From an optimization exercise on the open Yosys and OpenROAD flow, aimed at small area; shortcuts taken in it are not production practice. The RTL was checked by simulation tests, not by an equivalence proof against the original design.

==> inputs of build 23 <==
Design mag_dig_top, start of the top module:
module mag_dig_top #(
  parameter ADC_BITS=10,
  parameter W=24,
  parameter FRAC=12,
  parameter LOG2_OSR_MAX=8
)(
  input                 clk,
  input                 rst_n,
  input  [ADC_BITS-1:0] adc_code,
  input                 adc_valid,
  input  [1:0]          mux_sel,
  input  sclk,
  input  cs_n,
  input  mosi,
  output miso,
  input  [31:0]         version_id
);
==> flow/config.mk <==
export PLATFORM = sky130hd
export DESIGN_NAME = mag_dig_top
export DESIGN_NICKNAME = mag_dig_top
export VERILOG_FILES = /design/flow/design.v
export SDC_FILE = /design/flow/constraint.sdc
export NUM_CORES = 8
export LEC_CHECK = 0
export ABC_AREA = 1
export CAP_MARGIN = 20
export CORE_MARGIN = 2
export CORE_UTILIZATION = 45
export CTS_CLUSTER_DIAMETER = 84
export CTS_CLUSTER_SIZE = 28
export GPL_TIMING_DRIVEN = 1
export PLACE_DENSITY = 0.6
export SLEW_MARGIN = 20
==> flow/constraint.sdc <==
create_clock -name core_clock -period 55.0 [get_ports {clk}]
set_input_delay 11.0000 -clock core_clock [delete_from_list [all_inputs] [get_ports {clk}]]
set_output_delay 11.0000 -clock core_clock [all_outputs]
set_load 0.01 [all_outputs]
standard.sh (not shown) runs the stock make flow with config.mk's settings and CLKGATE_MAP_FILE= SYNTH_SCRIPT=/design/flow/synth_recipe.tcl, a recipe that flattens the netlist after the stock synthesis.
==> flow/flow/run.sh <==
#!/bin/bash
# Own layout flow: the standard ORFS flow (standard.sh) with these changes to how
# the layout is made (synthesis is the standard one, run first and unchanged):
#  - the port buffers are sky130_fd_sc_hd__buf_1 (every port still gets a buffer);
#  - clock tree synthesis adds no dummy loads (the H-tree is still balanced by its
#    clustering; no register's clock is delayed on purpose);
#  - after synthesis, the resizer may only use the small buffers buf_1 / buf_2 when it
#    repairs slew and capacitance (the platform's own don't-use list is kept).
set -euo pipefail
bash standard.sh synth > flow_synth.log 2>&1
export BUFFER_PORTS_ARGS="-buffer_cell sky130_fd_sc_hd__buf_1"
export CTS_ARGS="-sink_clustering_enable -repair_clock_nets -sink_clustering_size 31 -sink_clustering_max_diameter 84 -dont_use_dummy_load"
DU="sky130_fd_sc_hd__probe_p_8 sky130_fd_sc_hd__probec_p_8 sky130_fd_sc_hd__lpflow_bleeder_1 sky130_fd_sc_hd__lpflow_clkbufkapwr_1 sky130_fd_sc_hd__lpflow_clkbufkapwr_16 sky130_fd_sc_hd__lpflow_clkbufkapwr_2 sky130_fd_sc_hd__lpflow_clkbufkapwr_4 sky130_fd_sc_hd__lpflow_clkbufkapwr_8 sky130_fd_sc_hd__lpflow_clkinvkapwr_1 sky130_fd_sc_hd__lpflow_clkinvkapwr_16 sky130_fd_sc_hd__lpflow_clkinvkapwr_2 sky130_fd_sc_hd__lpflow_clkinvkapwr_4 sky130_fd_sc_hd__lpflow_clkinvkapwr_8 sky130_fd_sc_hd__lpflow_decapkapwr_12 sky130_fd_sc_hd__lpflow_decapkapwr_3 sky130_fd_sc_hd__lpflow_decapkapwr_4 sky130_fd_sc_hd__lpflow_decapkapwr_6 sky130_fd_sc_hd__lpflow_decapkapwr_8 sky130_fd_sc_hd__lpflow_inputiso0n_1 sky130_fd_sc_hd__lpflow_inputiso0p_1 sky130_fd_sc_hd__lpflow_inputiso1n_1 sky130_fd_sc_hd__lpflow_inputiso1p_1 sky130_fd_sc_hd__lpflow_inputisolatch_1 sky130_fd_sc_hd__lpflow_isobufsrc_1 sky130_fd_sc_hd__lpflow_isobufsrc_16 sky130_fd_sc_hd__lpflow_isobufsrc_2 sky130_fd_sc_hd__lpflow_isobufsrc_4 sky130_fd_sc_hd__lpflow_isobufsrc_8 sky130_fd_sc_hd__lpflow_isobufsrckapwr_16 sky130_fd_sc_hd__lpflow_lsbuf_lh_hl_isowell_tap_1 sky130_fd_sc_hd__lpflow_lsbuf_lh_hl_isowell_tap_2 sky130_fd_sc_hd__lpflow_lsbuf_lh_hl_isowell_tap_4 sky130_fd_sc_hd__lpflow_lsbuf_lh_isowell_4 sky130_fd_sc_hd__lpflow_lsbuf_lh_isowell_tap_1 sky130_fd_sc_hd__lpflow_lsbuf_lh_isowell_tap_2 sky130_fd_sc_hd__lpflow_lsbuf_lh_isowell_tap_4  sky130_fd_sc_hd__buf_4 sky130_fd_sc_hd__buf_6 sky130_fd_sc_hd__buf_8 sky130_fd_sc_hd__buf_12 sky130_fd_sc_hd__buf_16 sky130_fd_sc_hd__bufbuf_8 sky130_fd_sc_hd__bufbuf_16"
bash standard.sh finish "DONT_USE_CELLS=$DU" > flow_standard.log 2>&1
==> trial 33: changes against build 23 <==
==> flow/flow/run.sh (replaced) <==
#!/bin/bash
# Own layout flow: the standard ORFS flow (standard.sh, standard synthesis) with two
# changes to how the layout is made:
#  - the port buffers are sky130_fd_sc_hd__buf_1 (every port still gets a buffer);
#  - clock tree synthesis adds no dummy loads (the H-tree is still balanced by its
#    clustering; no register's clock is delayed on purpose).
set -euo pipefail
export BUFFER_PORTS_ARGS="-buffer_cell sky130_fd_sc_hd__buf_1"
export CTS_ARGS="-sink_clustering_enable -repair_clock_nets -sink_clustering_size 28 -sink_clustering_max_diameter 84 -dont_use_dummy_load"
bash standard.sh finish > flow_standard.log 2>&1
--- a/flow/config.mk
+++ b/flow/config.mk
@@ -8,9 +8,9 @@
 export ABC_AREA = 1
 export CAP_MARGIN = 20
 export CORE_MARGIN = 2
-export CORE_UTILIZATION = 45
+export CORE_UTILIZATION = 40
 export CTS_CLUSTER_DIAMETER = 84
 export CTS_CLUSTER_SIZE = 28
 export GPL_TIMING_DRIVEN = 1
-export PLACE_DENSITY = 0.6
+export PLACE_DENSITY = 0.55
 export SLEW_MARGIN = 20
==> build 2: changes against build 23 <==
==> flow/flow/run.sh (replaced) <==
#!/bin/bash
# Own layout flow: the standard ORFS flow (standard.sh) with these changes to how
# the layout is made (synthesis is the standard one, run first and unchanged):
#  - the port buffers are sky130_fd_sc_hd__buf_1 (every port still gets a buffer);
#  - clock tree synthesis adds no dummy loads (the H-tree is still balanced by its
#    clustering; no register's clock is delayed on purpose);
#  - after synthesis, the resizer may only use the small buffers buf_1 / buf_2 when it
#    repairs slew and capacitance.
set -euo pipefail
bash standard.sh synth > flow_synth.log 2>&1
export BUFFER_PORTS_ARGS="-buffer_cell sky130_fd_sc_hd__buf_1"
export CTS_ARGS="-sink_clustering_enable -repair_clock_nets -sink_clustering_size 28 -sink_clustering_max_diameter 84 -dont_use_dummy_load"
export DONT_USE_CELLS="sky130_fd_sc_hd__buf_4 sky130_fd_sc_hd__buf_6 sky130_fd_sc_hd__buf_8 sky130_fd_sc_hd__buf_12 sky130_fd_sc_hd__buf_16 sky130_fd_sc_hd__bufbuf_8 sky130_fd_sc_hd__bufbuf_16"
bash standard.sh finish > flow_standard.log 2>&1
==> run summary <==
met3 WL 23.80 mm; Setup Slack @ Placement 29130 ps; post-route core utilization 48.74%; Worst-path clk slew roughly 90 ps; run status complete, no violations; # nets final 6627; DRT iter0 DRCs roughly 5700; slowest CP cell nand2_1; first-pass GRT wire length approximately 330 mm; highest routed metal layer met5
(the above is from build 2)
==> run summary <==
post-route core utilization 43.44%; slowest CP cell inv_1; DRT iter0 DRCs 5619; # nets final 6631; highest routed metal layer met4; run status complete, no violations; Setup Slack @ Placement about 30000 ps; FF+latch count ~1800
(the above is from trial 33)
==> run summary <==
run status complete, no violations; Setup Slack @ Placement 29540 ps; highest routed metal layer met5; Worst-path clk slew 100 ps; # nets final 6641; DRT iter0 DRCs 6372; met3 WL 24.88 mm; post-route core utilization 48.41%; slowest CP cell nand2_1
(the above is from build 23)

* * *

==> run a: inputs <==
Another version of the RTL of mag_dig_top (not shown whole).
clock: 55.0 ns
lec_check: 0
abc_area: 1
cap_margin: 20
core_margin: 2
core_utilization: 45
cts_cluster_diameter: 84
cts_cluster_size: 28
gpl_timing_driven: 1
place_density: 0.6
slew_margin: 20
==> flow/flow/run.sh <==
#!/bin/bash
# Own layout flow: the standard ORFS flow (standard.sh, standard synthesis) with two
# changes to how the layout is made:
#  - the port buffers are sky130_fd_sc_hd__buf_1 (every port still gets a buffer);
#  - clock tree synthesis adds no dummy loads (the H-tree is still balanced by its
#    clustering; no register's clock is delayed on purpose).
set -euo pipefail
export BUFFER_PORTS_ARGS="-buffer_cell sky130_fd_sc_hd__buf_1"
export CTS_ARGS="-sink_clustering_enable -repair_clock_nets -sink_clustering_size 28 -sink_clustering_max_diameter 84 -dont_use_dummy_load"
bash standard.sh finish > flow_standard.log 2>&1
==> run b: changes against run a <==
--- a/flow/design.v
+++ b/flow/design.v
@@ -21,12 +21,12 @@
   reg        rtC, rtR;         
   reg  [1:0] wax;              
   wire       rtCR = rtC | rtR;
   wire       adc_ok = adc_valid & (mux_sel != 2'd3);
   reg        bv;
-  wire [1:0] bax;
-  wire [9:0] bs;
+  reg  [1:0] bax;
+  reg  [9:0] bs;                
   reg        rp;
   reg  [1:0] rpax;
   always @(posedge clk or negedge rst_n) begin
     if (!rst_n) begin
       ph <= 4'd0; sweep <= 1'b1;
@@ -46,10 +46,13 @@
       end
       if (adc_ok) bv <= 1'b1;
       else if (P[0] & rtC) bv <= 1'b0;
     end
   end
+  always @(posedge clk) begin
+    if (adc_ok) begin bax <= mux_sel; bs <= {~adc_code[9], adc_code[8:0]}; end
+  end
   reg        n50, n60, st;
   reg  [7:0] alpha, osr;
   reg        crc_error;
   reg  [2:0] slope24;           
   reg  [2:0] offs, gains;       
@@ -64,16 +67,13 @@
   wire [23:0] GN2 = G[312 +: 24];
   reg  [23:0] T;
   reg  [31:0] S;
   reg  [24:0] S2;
   reg         ev_r, sl_r, cond_r, flo;
-  reg         pyok;             
+  reg  [23:0] PY, PZ;           
   reg  [23:0] OUT0, OUT1, OUT2;
-  reg  [1:0]  mq;
-  wire        mseq = (mq != 2'd0);
-  reg         mab;              
-  wire        mw = ~rtCR & ~mab & ~mseq;    
+  reg  [31:0] MAG;
   reg  [23:0] MA, MB;
   reg         rnd;
   wire [35:0] PR;
   mul24b UMUL (.a(MA), .b(MB), .rnd(rnd), .p(PR));
   wire [23:0] rq = PR[35:12];
@@ -82,33 +82,33 @@
   wire [4:0]  ash = alo ? (5'd12 - alpha[4:0]) : ((alpha >= 8'd23) ? 5'd1 : (5'd24 - alpha[4:0]));
   wire [23:0] Tsh = alo ? T : {{12{T[23]}}, T[23:12]};
   wire [4:0]  dsh = 5'd21 - {2'b0, osr[2:0]};
   wire [23:0] cwd_cp;
   wire        ocap = cap & cap_o & P[13];
-  wire [23:0] OSEL = ({24{(mq == 2'd1) | (ocap & (cap_ax == 2'd0))}} & OUT0) |
-                     ({24{(mq == 2'd2) | (ocap & (cap_ax == 2'd1))}} & OUT1) |
-                     ({24{(mq == 2'd3) | (ocap & (cap_ax == 2'd2))}} & OUT2);
+  wire [23:0] OSEL = ({24{P[9]  | (ocap & (cap_ax == 2'd0))}} & OUT0) |
+                     ({24{P[11] | (ocap & (cap_ax == 2'd1))}} & OUT1) |
+                     ({24{P[12] | (ocap & (cap_ax == 2'd2))}} & OUT2);
   wire [4:0]  osh = P[0] ? dsh : ash;
   wire [23:0] OH  = 24'd1 << osh;
   wire mHEAD = rtCR & (P[0] | P[4]);
   wire mTSH  = rtCR & (P[7] | P[15]);
   wire mGN2  = rtCR & ~(P[0] | P[4] | P[7] | P[15]);
-  wire mOSL  = mseq | ocap;
-  wire mGH   = ~rtCR & ~mseq & ~ocap;
+  wire mOSL  = ~rtCR & (P[9] | P[11] | P[12]);
+  wire mGH   = ~rtCR & ~(P[9] | P[11] | P[12]);
   wire nOH   = rtCR & (P[0] | P[7] | P[15]);
   wire nT    = rtCR & P[4];
   wire nX1B  = rtCR & P[9];
   wire nHEAD = rtCR & (P[10] | P[11] | P[12] | P[13] | P[14]);
-  wire nPX   = ~rtCR & ~mseq & ~st & (P[1] | P[4] | P[7]);
-  wire nPY   = ~rtCR & ~mseq & ~st & (P[2] | P[5] | P[8]);
-  wire nPZ   = ~rtCR & ~mseq & ~st & (P[3] | P[6] | P[10]);
+  wire nPX   = ~rtCR & ~st & (P[1] | P[4] | P[7]);
+  wire nPY   = ~rtCR & ~st & (P[2] | P[5] | P[8]);
+  wire nPZ   = ~rtCR & ~st & (P[3] | P[6] | P[10]);
   always @* begin
     rnd = ~(mTSH | mOSL);
     MA = ({24{mHEAD}} & HEAD) | ({24{mTSH}} & Tsh) | ({24{mGN2}} & GN2) |
          ({24{mOSL}} & OSEL) | ({24{mGH}} & GH);
     MB = ({24{nOH}} & OH) | ({24{nT | nPX}} & T) | ({24{nX1B}} & cwd_cp) |
-         ({24{nHEAD}} & HEAD) | ({24{nPY}} & SH) | ({24{nPZ}} & S[23:0]) |
+         ({24{nHEAD}} & HEAD) | ({24{nPY}} & PY) | ({24{nPZ}} & PZ) |
          ({24{mOSL}} & OSEL);
   end
   reg  [31:0] A1, B1; reg sub1;
   function [31:0] radd32; input [31:0] a; input [31:0] b; input ci;
     integer i; reg c;
@@ -132,23 +132,23 @@
     integer i; reg c;
     begin c = ci; for (i = 0; i < 24; i = i + 1) c = (a[i] & b[i]) | (c & (a[i] ^ b[i])); carry24 = c; end
   endfunction
   wire        cond = carry24(GN2, T[23] ? T : ~T, ~T[23]);
   wire [20:0] s21 = {{11{bs[9]}}, bs};
-  wire mprod = ~rtCR & ~mseq & (P[1] | P[2] | P[3] | P[4] | P[5] | P[6] | P[7] | P[8] | P[10]);
-  wire a1S  = (rtCR & (P[10] | P[11] | P[12])) | (mq == 2'd2) | (mq == 2'd3);
+  wire mprod = ~rtCR & (P[1] | P[2] | P[3] | P[4] | P[5] | P[6] | P[7] | P[8] | P[10]);
+  wire a1S  = (rtCR & (P[10] | P[11] | P[12])) | (~rtCR & (P[11] | P[12]));
   wire a1T  = rtCR & (P[8] | P[15]);
   wire b1rq = rtCR & (P[10] | P[11] | P[12] | (P[15] & cond_r));
   wire b1H  = rtCR & P[8];
-  wire b1sq = mseq;
+  wire b1sq = ~rtCR & (P[9] | P[11] | P[12]);
   wire a2H  = rtCR & (P[0] | P[1] | P[7] | P[9]);
   wire b2c1 = rtCR & P[1] & ~ev_r;
   wire b2c9 = rtCR & P[1] & ev_r;
   wire [24:0] a2Hm = ~(rtCR & P[1]) ? 25'h1FFFFFF : ev_r ? 25'h007FE00 : 25'h007FEFF;
   wire a2T  = rtCR & (P[3] | P[6]);
   wire a2N2 = rtCR & P[5];
-  wire a2S2 = (rtCR & (P[12] | P[13] | P[14])) | (~rtCR & ~mseq & (P[2] | P[3] | P[5] | P[6] | P[8] | P[10]));
+  wire a2S2 = (rtCR & (P[12] | P[13] | P[14])) | (~rtCR & (P[2] | P[3] | P[5] | P[6] | P[8] | P[10]));
   wire b2s  = rtCR & P[0];
   wire b2H  = rtCR & (P[3] | (P[12] & n50));
   wire b2N  = rtCR & (P[5] | P[6]);
   wire b2T  = rtCR & P[12] & ~n50;
   wire b2rq = (rtCR & (P[9] | P[13] | P[14] | (P[7] & cond))) | mprod;
@@ -186,17 +186,20 @@
       if (P[8] | P[10] | P[11]) S <= R1;
       if (P[9] | P[12] | P[13]) S2 <= R2;
     end else begin
       ev_r <= 1'b0; sl_r <= 1'b0;
       if (P[0]) T <= n60 ? LX[47:24] : n50 ? LX[95:72] : LX[23:0];
-      if (P[0] & ~mseq) S <= {8'd0, n60 ? LZ[47:24] : n50 ? LZ[95:72] : LZ[23:0]};
-      if (mw & (P[1] | P[2] | P[4] | P[5] | P[7] | P[8])) S2 <= sx25(sat25(R2));
-      if (mw & P[3])  OUT0 <= sat25(R2);
-      if (mw & P[6])  OUT1 <= sat25(R2);
-      if (mw & P[10]) OUT2 <= sat25(R2);
+      if (P[1] | P[2] | P[4] | P[5] | P[7] | P[8]) S2 <= sx25(sat25(R2));
+      if (P[3])  OUT0 <= sat25(R2);
+      if (P[6])  OUT1 <= sat25(R2);
+      if (P[10]) OUT2 <= sat25(R2);
+      if (P[9] | P[11]) S <= R1;
+      if (P[12]) MAG <= R1;
+    end
+    if (n60 ? P[15] : n50 ? P[13] : P[0]) begin
+      PY <= LY[23:0]; PZ <= LZ[23:0];
     end
-    if ((mq == 2'd1) | (mq == 2'd2)) S <= R1;
   end
   reg sclk_d, sclk_dd, cs_d;
   wire srise = sclk_d & ~sclk_dd & ~cs_d;
   wire sfall = ~sclk_d & sclk_dd & ~cs_d;
   reg  [5:0]  fc;
@@ -217,13 +220,11 @@
   wire        gland = land & wp_g;
   function [7:0] crc_step; input [7:0] r; input b;
     reg fb; begin fb = b ^ r[7]; crc_step = {r[6:2], r[1] ^ fb, r[0] ^ fb, fb}; end
   endfunction
   wire        crc_in = (fc < 6'd8 || !rw) ? mosi : miso_r;
-  wire [7:0]  lf_next = crc_step((fc == 6'd0) ? 8'd0 : lf, crc_in);
-  assign bs  = {lf[1:0], cmd};
-  assign bax = lf[3:2];
+  wire [7:0]  lf_next = crc_step(lf, crc_in);
   wire [6:0]  ra = {cmd[5:0], mosi};
   reg  [31:0] rv;          
   reg         rring;       
   reg         rg;          
   reg  [1:0]  rax;
@@ -240,10 +241,11 @@
       7'h19: rv = {24'd0, alpha};
       7'h1A: rv = {24'd0, osr};
       7'h50: begin rring = 1'b1; ro = 1'b1; rslot = 4'd13; rsgn_l = OUT0[23]; end
       7'h51: begin rring = 1'b1; ro = 1'b1; rslot = 4'd13; rsgn_l = OUT1[23]; end
       7'h52: begin rring = 1'b1; ro = 1'b1; rslot = 4'd13; rsgn_l = OUT2[23]; end
+      7'h53: rv = MAG;
       7'h10, 7'h11, 7'h12: begin rring = 1'b1; rslot = 4'd3; rsgn_l = offs[ra[1:0]]; end
       7'h14, 7'h15, 7'h16: begin rring = 1'b1; rslot = 4'd4; rsgn_l = gains[ra[1:0]]; end
       7'h40, 7'h41, 7'h42: begin rring = 1'b1; rslot = 4'd5; rsgn_l = slope24[ra[1:0]]; end
       7'h18: begin rring = 1'b1; rg = 1'b1; rslot = 4'd9;  end
       7'h1B: begin rring = 1'b1; rg = 1'b1; rslot = 4'd12; end
@@ -296,36 +298,28 @@
       default: wring = 1'b0;
     endcase
   end
   wire commit_cyc = srise & (fc == 6'd47) & ~rw;
   wire rd_dec = ~cs_n & srise & (fc == 6'd7) & cmd[6];
-  wire rd53   = rd_dec & (ra == 7'h53);
-  wire cmd_ld = rd_dec & ~rd53;
+  wire cmd_ld = rd_dec;
   wire cmd_sh = ~cs_n & ~rd_dec & ((srise & (fc < 6'd8)) | (sfall & rw & (fc >= 6'd8) & (fc < 6'd16)));
-  wire sh_ld  = rd_dec & ~rring & ~rd53;
+  wire sh_ld  = rd_dec & ~rring;
   wire sh_cap = cap & (ph == cap_slot);
-  wire shbusy = (~cs_n & (fc >= 6'd8)) | wp | cap | rd_dec | mseq;
-  wire pyld   = ~shbusy & (n60 ? P[15] : n50 ? P[13] : P[0]);
   wire sh_sh  = ~cs_n & ~sh_cap & ((srise & ~rw & (fc >= 6'd8) & (fc < 6'd40)) | (sfall & rw & (fc >= 6'd16) & (fc < 6'd40)));
   assign wp_g = wg;
   assign wp_ax = wa[1:0];
   assign wp_slot = wslot;
   wire crc_ok = (lf_next == 8'd0);
   always @(posedge clk or negedge rst_n) begin
     if (!rst_n) begin
       sclk_d <= 1'b0; sclk_dd <= 1'b0; cs_d <= 1'b1;
       n50 <= 1'b0; n60 <= 1'b0; st <= 1'b0;
       alpha <= 8'd18; osr <= 8'd3; crc_error <= 1'b0;
-      wp <= 1'b0; cap <= 1'b0; rp <= 1'b0; mq <= 2'd0; mab <= 1'b1; pyok <= 1'b0;
+      wp <= 1'b0; cap <= 1'b0; rp <= 1'b0;
       offs <= 3'd0; gains <= 3'd0; slope24 <= 3'd0;
     end else begin
       sclk_d <= sclk; sclk_dd <= sclk_d; cs_d <= cs_n;
-      mq <= rd53 ? 2'd1 : mseq ? mq + 2'd1 : 2'd0;
-      if (rd53 | shbusy) mab <= 1'b1;
-      else if (P[0] & ~mseq & (pyok | pyld)) mab <= 1'b0;
-      if (shbusy) pyok <= 1'b0;
-      else if (pyld) pyok <= 1'b1;
       if (commit_cyc) begin
         crc_error <= ~crc_ok;
         if (crc_ok) begin
           if (wa == 7'h02) begin n50 <= SH[2]; n60 <= SH[3]; st <= SH[4]; end
           if (wa == 7'h19) alpha <= SH[7:0];
@@ -345,12 +339,11 @@
       if (rtCR & P[5] & sl_r) slope24[wax] <= R2[24];
     end
   end
   always @(posedge clk) begin
     if (cs_n) begin
-      fc <= 6'd0;
-      if (adc_ok) lf[3:0] <= {mux_sel, ~adc_code[9], adc_code[8]};
+      fc <= 6'd0; lf <= 8'd0;
     end else begin
       if (srise) begin
         fc <= fc + 6'd1;
         if (fc == 6'd7) rwr <= cmd[6];
         if (fc < 6'd40 || !rw) lf <= lf_next;
@@ -359,16 +352,14 @@
         if (fc >= 6'd8 && fc < 6'd16) miso_r <= cmd[7];
         else if (fc >= 6'd16 && fc < 6'd40) miso_r <= SH[23];
         else if (fc >= 6'd40 && fc < 6'd48) begin miso_r <= lf[7]; lf <= {lf[6:0], 1'b0}; end
       end
     end
-    if (cmd_ld | cmd_sh | (mq == 2'd3) | adc_ok)
-      cmd <= ({8{cmd_ld & rring}} & {8{rsgn}}) | ({8{cmd_ld & ~rring}} & rv[31:24]) | ({8{cmd_sh}} & {cmd[6:0], mosi}) |
-             ({8{adc_ok}} & adc_code[7:0]) |
-             ({8{mq == 2'd3}} & R1[31:24]);
-    if (sh_ld | sh_cap | sh_sh | (mq == 2'd3) | pyld)
-      SH <= ({24{sh_ld}} & rv[23:0]) | ({24{pyld}} & LY[23:0]) | ({24{mq == 2'd3}} & R1[23:0]) | ({24{sh_cap & (cap_g | cap_o)}} & MA) | ({24{sh_cap & ~cap_g & ~cap_o}} & HEAD) |
+    if (cmd_ld | cmd_sh)
+      cmd <= ({8{cmd_ld & rring}} & {8{rsgn}}) | ({8{cmd_ld & ~rring}} & rv[31:24]) | ({8{cmd_sh}} & {cmd[6:0], mosi});
+    if (sh_ld | sh_cap | sh_sh)
+      SH <= ({24{sh_ld}} & rv[23:0]) | ({24{sh_cap & cap_g}} & GH) | ({24{sh_cap & cap_o}} & OSEL) | ({24{sh_cap & ~cap_g & ~cap_o}} & HEAD) |
             ({24{sh_sh}} & {SH[22:0], mosi});
   end
   wire [23:0] BUS = ({24{~sweep}} & (cwd | ({24{lland}} & SH))) | {11'd0, sweep & P[4], 12'd0};
   wire weX = sweep | (cwe & (wax == 2'd0)) | (lland & (wp_ax == 2'd0));
   wire weY = sweep | (cwe & (wax == 2'd1)) | (lland & (wp_ax == 2'd1));
==> flow/run.sh (new file) <==
#!/bin/bash
# synth_recipe.tcl (not shown) runs the flow's synth.tcl, then flattens the netlist and writes it again
# the make line also repeats each setting of config.mk as NAME=value (left out here)
make -C /OpenROAD-flow-scripts/flow DESIGN_CONFIG=/design/flow/config.mk WORK_HOME=/design/flow/orfs CLKGATE_MAP_FILE= SYNTH_SCRIPT=/design/flow/synth_recipe.tcl finish
- CORE_UTILIZATION: 45 -> 50
- CTS_CLUSTER_DIAMETER: 84 -> 80
- CTS_CLUSTER_SIZE: 28 -> 26
- GPL_TIMING_DRIVEN: 1 -> 0
- PLACE_DENSITY: 0.6 -> 0.7
removed: flow/flow/run.sh
removed: flow/standard.sh
==> run c: changes against run a <==
--- a/flow/design.v
+++ b/flow/design.v
@@ -61,19 +61,21 @@
   wire [23:0] NEXT  = (lsel == 2'd0) ? LX[336 +: 24] : (lsel == 2'd1) ? LY[336 +: 24] : LZ[336 +: 24];
   wire [23:0] NEXT2 = (lsel == 2'd0) ? LX[312 +: 24] : (lsel == 2'd1) ? LY[312 +: 24] : LZ[312 +: 24];
   wire [23:0] GH  = G[360 +: 24];
   wire [23:0] GN2 = G[312 +: 24];
   reg  [23:0] T;
-  reg  [31:0] S;
-  reg  [24:0] S2;
+  reg  [24:0] S;
   reg         ev_r, sl_r, cond_r, flo;
   reg         pyok;             
-  reg  [23:0] OUT0, OUT1, OUT2;
+  wire        pyld;             
+  reg  [23:0] OUT0, OUT1;
+  reg  [24:0] OUT2;
+  reg  [1:0]  dcnt;
   reg  [1:0]  mq;
   wire        mseq = (mq != 2'd0);
   reg         mab;              
-  wire        mw = ~rtCR & ~mab & ~mseq;    
+  wire        mw = ~rtCR & ~mab & ~mseq & (dcnt != 2'd0);    
   reg  [23:0] MA, MB;
   reg         rnd;
   wire [35:0] PR;
   mul24b UMUL (.a(MA), .b(MB), .rnd(rnd), .p(PR));
   wire [23:0] rq = PR[35:12];
@@ -82,13 +84,16 @@
   wire [4:0]  ash = alo ? (5'd12 - alpha[4:0]) : ((alpha >= 8'd23) ? 5'd1 : (5'd24 - alpha[4:0]));
   wire [23:0] Tsh = alo ? T : {{12{T[23]}}, T[23:12]};
   wire [4:0]  dsh = 5'd21 - {2'b0, osr[2:0]};
   wire [23:0] cwd_cp;
   wire        ocap = cap & cap_o & P[13];
-  wire [23:0] OSEL = ({24{(mq == 2'd1) | (ocap & (cap_ax == 2'd0))}} & OUT0) |
-                     ({24{(mq == 2'd2) | (ocap & (cap_ax == 2'd1))}} & OUT1) |
-                     ({24{(mq == 2'd3) | (ocap & (cap_ax == 2'd2))}} & OUT2);
+  wire mrow = ~rtCR & ~mseq;
+  wire [24:0] OSEL25 = ({25{(mq == 2'd1) | (ocap & (cap_ax == 2'd0)) | (mrow & (P[2] | P[3]))}} & sx25(OUT0)) |
+                       ({25{(mq == 2'd2) | (ocap & (cap_ax == 2'd1)) | (mrow & (P[5] | P[6]))}} & sx25(OUT1)) |
+                       ({25{(mq == 2'd3) | (ocap & (cap_ax == 2'd2)) | (mrow & (P[8] | P[10])) |
+                            (rtCR & (P[12] | P[13] | P[14]))}} & OUT2);
+  wire [23:0] OSEL = OSEL25[23:0];
   wire [4:0]  osh = P[0] ? dsh : ash;
   wire [23:0] OH  = 24'd1 << osh;
   wire mHEAD = rtCR & (P[0] | P[4]);
   wire mTSH  = rtCR & (P[7] | P[15]);
   wire mGN2  = rtCR & ~(P[0] | P[4] | P[7] | P[15]);
@@ -133,11 +138,12 @@
     begin c = ci; for (i = 0; i < 24; i = i + 1) c = (a[i] & b[i]) | (c & (a[i] ^ b[i])); carry24 = c; end
   endfunction
   wire        cond = carry24(GN2, T[23] ? T : ~T, ~T[23]);
   wire [20:0] s21 = {{11{bs[9]}}, bs};
   wire mprod = ~rtCR & ~mseq & (P[1] | P[2] | P[3] | P[4] | P[5] | P[6] | P[7] | P[8] | P[10]);
-  wire a1S  = (rtCR & (P[10] | P[11] | P[12])) | (mq == 2'd2) | (mq == 2'd3);
+  wire a1S  = rtCR & (P[10] | P[11] | P[12]);
+  wire a1M  = (mq == 2'd2) | (mq == 2'd3);    
   wire a1T  = rtCR & (P[8] | P[15]);
   wire b1rq = rtCR & (P[10] | P[11] | P[12] | (P[15] & cond_r));
   wire b1H  = rtCR & P[8];
   wire b1sq = mseq;
   wire a2H  = rtCR & (P[0] | P[1] | P[7] | P[9]);
@@ -153,13 +159,13 @@
   wire b2T  = rtCR & P[12] & ~n50;
   wire b2rq = (rtCR & (P[9] | P[13] | P[14] | (P[7] & cond))) | mprod;
   always @* begin
     sub1 = rtCR & (P[11] | P[12] | P[15]);
     sub2 = rtCR & (P[3] | P[5] | P[6] | P[13] | P[14]);
-    A1 = ({32{a1S}} & S) | ({32{a1T}} & sx32(T));
+    A1 = ({32{a1S}} & {{7{S[24]}}, S}) | ({32{a1M}} & {cmd, S[23:0]}) | ({32{a1T}} & sx32(T));
     B1 = ({32{b1rq}} & rq32) | ({32{b1H}} & sx32(HEAD)) | ({32{b1sq}} & sq);
-    A2 = ({25{a2H}} & a2Hm & sx25(HEAD)) | ({25{a2T}} & sx25(T)) | ({25{a2N2}} & sx25(NEXT2)) | ({25{a2S2}} & S2);
+    A2 = ({25{a2H}} & a2Hm & sx25(HEAD)) | ({25{a2T}} & sx25(T)) | ({25{a2N2}} & sx25(NEXT2)) | ({25{a2S2}} & OSEL25);
     B2 = ({25{b2s}} & sx25({s21, 3'b0})) | ({25{b2H}} & sx25(HEAD)) | ({25{b2N}} & sx25(NEXT)) |
          ({25{b2T}} & sx25(T)) | ({25{b2rq}} & rq25) | {15'd0, b2c9, 8'd0, b2c1};
   end
   wire [7:0]  omask = (8'd1 << osr[2:0]) - 8'd1;
   wire        ev = rtC & (osr[7:3] == 5'd0) & (NEXT[7:0] == omask);
@@ -181,22 +187,21 @@
       if (P[0]) begin ev_r <= ev; sl_r <= sl; end
       if (P[2]) flo <= HEAD[0];
       if (P[0] | (P[2] & ~ev_r) | P[3] | P[4] | P[6])
         T <= ({24{P[0] | P[4]}} & rq) | ({24{P[2]}} & {HEAD[23:5], 5'd0}) | ({24{P[3] | P[6]}} & R2[23:0]);
       if (P[7]) cond_r <= cond & ev_r;
-      if (P[8] | P[10] | P[11]) S <= R1;
-      if (P[9] | P[12] | P[13]) S2 <= R2;
+      if (P[8] | P[10] | P[11]) S <= R1[24:0];
+      if (P[9] | P[12] | P[13]) OUT2 <= R2;
     end else begin
       ev_r <= 1'b0; sl_r <= 1'b0;
       if (P[0]) T <= n60 ? LX[47:24] : n50 ? LX[95:72] : LX[23:0];
-      if (P[0] & ~mseq) S <= {8'd0, n60 ? LZ[47:24] : n50 ? LZ[95:72] : LZ[23:0]};
-      if (mw & (P[1] | P[2] | P[4] | P[5] | P[7] | P[8])) S2 <= sx25(sat25(R2));
-      if (mw & P[3])  OUT0 <= sat25(R2);
-      if (mw & P[6])  OUT1 <= sat25(R2);
-      if (mw & P[10]) OUT2 <= sat25(R2);
+      if (mw & (P[1] | P[2] | P[3]))  OUT0 <= sat25(R2);
+      if (mw & (P[4] | P[5] | P[6]))  OUT1 <= sat25(R2);
+      if (mw & (P[7] | P[8] | P[10])) OUT2 <= sx25(sat25(R2));
     end
-    if ((mq == 2'd1) | (mq == 2'd2)) S <= R1;
+    if ((mq == 2'd1) | (mq == 2'd2)) S <= R1[24:0];
+    if (pyld) S <= {1'b0, LZ[23:0]};
   end
   reg sclk_d, sclk_dd, cs_d;
   wire srise = sclk_d & ~sclk_dd & ~cs_d;
   wire sfall = ~sclk_d & sclk_dd & ~cs_d;
   reg  [5:0]  fc;
@@ -302,26 +307,29 @@
   wire cmd_ld = rd_dec & ~rd53;
   wire cmd_sh = ~cs_n & ~rd_dec & ((srise & (fc < 6'd8)) | (sfall & rw & (fc >= 6'd8) & (fc < 6'd16)));
   wire sh_ld  = rd_dec & ~rring & ~rd53;
   wire sh_cap = cap & (ph == cap_slot);
   wire shbusy = (~cs_n & (fc >= 6'd8)) | wp | cap | rd_dec | mseq;
-  wire pyld   = ~shbusy & (n60 ? P[15] : n50 ? P[13] : P[0]);
+  assign pyld = ~shbusy & (n60 ? P[15] : n50 ? P[13] : P[0]);
   wire sh_sh  = ~cs_n & ~sh_cap & ((srise & ~rw & (fc >= 6'd8) & (fc < 6'd40)) | (sfall & rw & (fc >= 6'd16) & (fc < 6'd40)));
   assign wp_g = wg;
   assign wp_ax = wa[1:0];
   assign wp_slot = wslot;
   wire crc_ok = (lf_next == 8'd0);
   always @(posedge clk or negedge rst_n) begin
     if (!rst_n) begin
       sclk_d <= 1'b0; sclk_dd <= 1'b0; cs_d <= 1'b1;
       n50 <= 1'b0; n60 <= 1'b0; st <= 1'b0;
       alpha <= 8'd18; osr <= 8'd3; crc_error <= 1'b0;
-      wp <= 1'b0; cap <= 1'b0; rp <= 1'b0; mq <= 2'd0; mab <= 1'b1; pyok <= 1'b0;
+      wp <= 1'b0; cap <= 1'b0; rp <= 1'b0; mq <= 2'd0; mab <= 1'b1; pyok <= 1'b0; dcnt <= 2'd2;
       offs <= 3'd0; gains <= 3'd0; slope24 <= 3'd0;
     end else begin
       sclk_d <= sclk; sclk_dd <= sclk_d; cs_d <= cs_n;
       mq <= rd53 ? 2'd1 : mseq ? mq + 2'd1 : 2'd0;
+      if ((commit_cyc & crc_ok & (wa == 7'h02)) | gland) dcnt <= 2'd2;
+      else if (P[15] & rtCR) begin if (dcnt == 2'd0) dcnt <= 2'd1; end
+      else if (P[15] & ~mab & ~mseq & (dcnt != 2'd0)) dcnt <= dcnt - 2'd1;
       if (rd53 | shbusy) mab <= 1'b1;
       else if (P[0] & ~mseq & (pyok | pyld)) mab <= 1'b0;
       if (shbusy) pyok <= 1'b0;
       else if (pyld) pyok <= 1'b1;
       if (commit_cyc) begin
@@ -359,14 +367,14 @@
         if (fc >= 6'd8 && fc < 6'd16) miso_r <= cmd[7];
         else if (fc >= 6'd16 && fc < 6'd40) miso_r <= SH[23];
         else if (fc >= 6'd40 && fc < 6'd48) begin miso_r <= lf[7]; lf <= {lf[6:0], 1'b0}; end
       end
     end
-    if (cmd_ld | cmd_sh | (mq == 2'd3) | adc_ok)
+    if (cmd_ld | cmd_sh | mseq | adc_ok)
       cmd <= ({8{cmd_ld & rring}} & {8{rsgn}}) | ({8{cmd_ld & ~rring}} & rv[31:24]) | ({8{cmd_sh}} & {cmd[6:0], mosi}) |
              ({8{adc_ok}} & adc_code[7:0]) |
-             ({8{mq == 2'd3}} & R1[31:24]);
+             ({8{mseq}} & R1[31:24]);
     if (sh_ld | sh_cap | sh_sh | (mq == 2'd3) | pyld)
       SH <= ({24{sh_ld}} & rv[23:0]) | ({24{pyld}} & LY[23:0]) | ({24{mq == 2'd3}} & R1[23:0]) | ({24{sh_cap & (cap_g | cap_o)}} & MA) | ({24{sh_cap & ~cap_g & ~cap_o}} & HEAD) |
             ({24{sh_sh}} & {SH[22:0], mosi});
   end
   wire [23:0] BUS = ({24{~sweep}} & (cwd | ({24{lland}} & SH))) | {11'd0, sweep & P[4], 12'd0};
==> impl_metrics.tcl <==
set metrics [dict create \
    synthArstFlopShare_pct 2.713 \
    cpMaxStageDelayCell "inv_2" \
    status "no timing/DRC/antenna violations" \
    grt_pass1_vias 46566 \
    fillers 13666 \
    drive_above_1_share_pct 5.848 \
    hold_end "LY[224]" \
    met2_length_mm 107.1 \
]
The numbers above come from run a.

==> impl_metrics.tcl <==
set metrics [dict create \
    status "no timing/DRC/antenna violations" \
    met2_length_mm 98.40 \
    drive_above_1_share_pct 6.467 \
    fillers 13514 \
    synthArstFlopShare_pct 2.870 \
]
The numbers above come from run c.

==> impl_metrics.tcl <==
set metrics [dict create \
    status "no timing/DRC/antenna violations" \
    hold_end "G[176]" \
    drive_above_1_share_pct 5.474 \
    cpMaxStageDelayCell "xor2_1" \
    synthArstFlopShare_pct 2.376 \
    fillers 11451 \
    met2_length_mm 121.3 \
    grt_pass1_vias 48499 \
    drtAntennaViolNets 0 \
]
The numbers above come from run b.

-- re-timing with driven ports --
Ports are ideal in the flow. The routed layouts listed here were re-timed in OpenROAD.
Step 1, drivers: a clkbuf_16 drives clk and a buf_2 each remaining input, both assumed.
Step 2 times the ports against the registers' clock, not the clock port: input delays grow and output delays shrink by t, the midpoint of the rising clock arrivals with the driver on.
a / b / c = ideal ports / drivers / drivers and shift; a / b = the first two.
run | shift t [ns] | slack for setup (ns) | worst register clock-pin slew, ns | worst data-port slew with drivers (ns)
build 23 | 0.799 | 29.107 / 29.107 / 29.107 | 0.12 / 0.12 | 0.07
trial 33 | 0.777 | 30.212 / 30.212 / 30.212 | 0.11 / 0.11 | 0.04
build 2 | 0.811 | 28.821 / 28.821 / 28.821 | 0.11 / 0.11 | 0.07
run a | 0.783 | 29.610 / 29.610 / 29.610 | 0.11 / 0.11 | 0.08
run b | 0.840 | 27.368 / 27.368 / 27.368 | 0.11 / 0.11 | 0.06
run c | 0.787 | 30.044 / 30.044 / 30.044 | 0.11 / 0.11 | 0.10
After both steps every run listed still meets setup and hold.
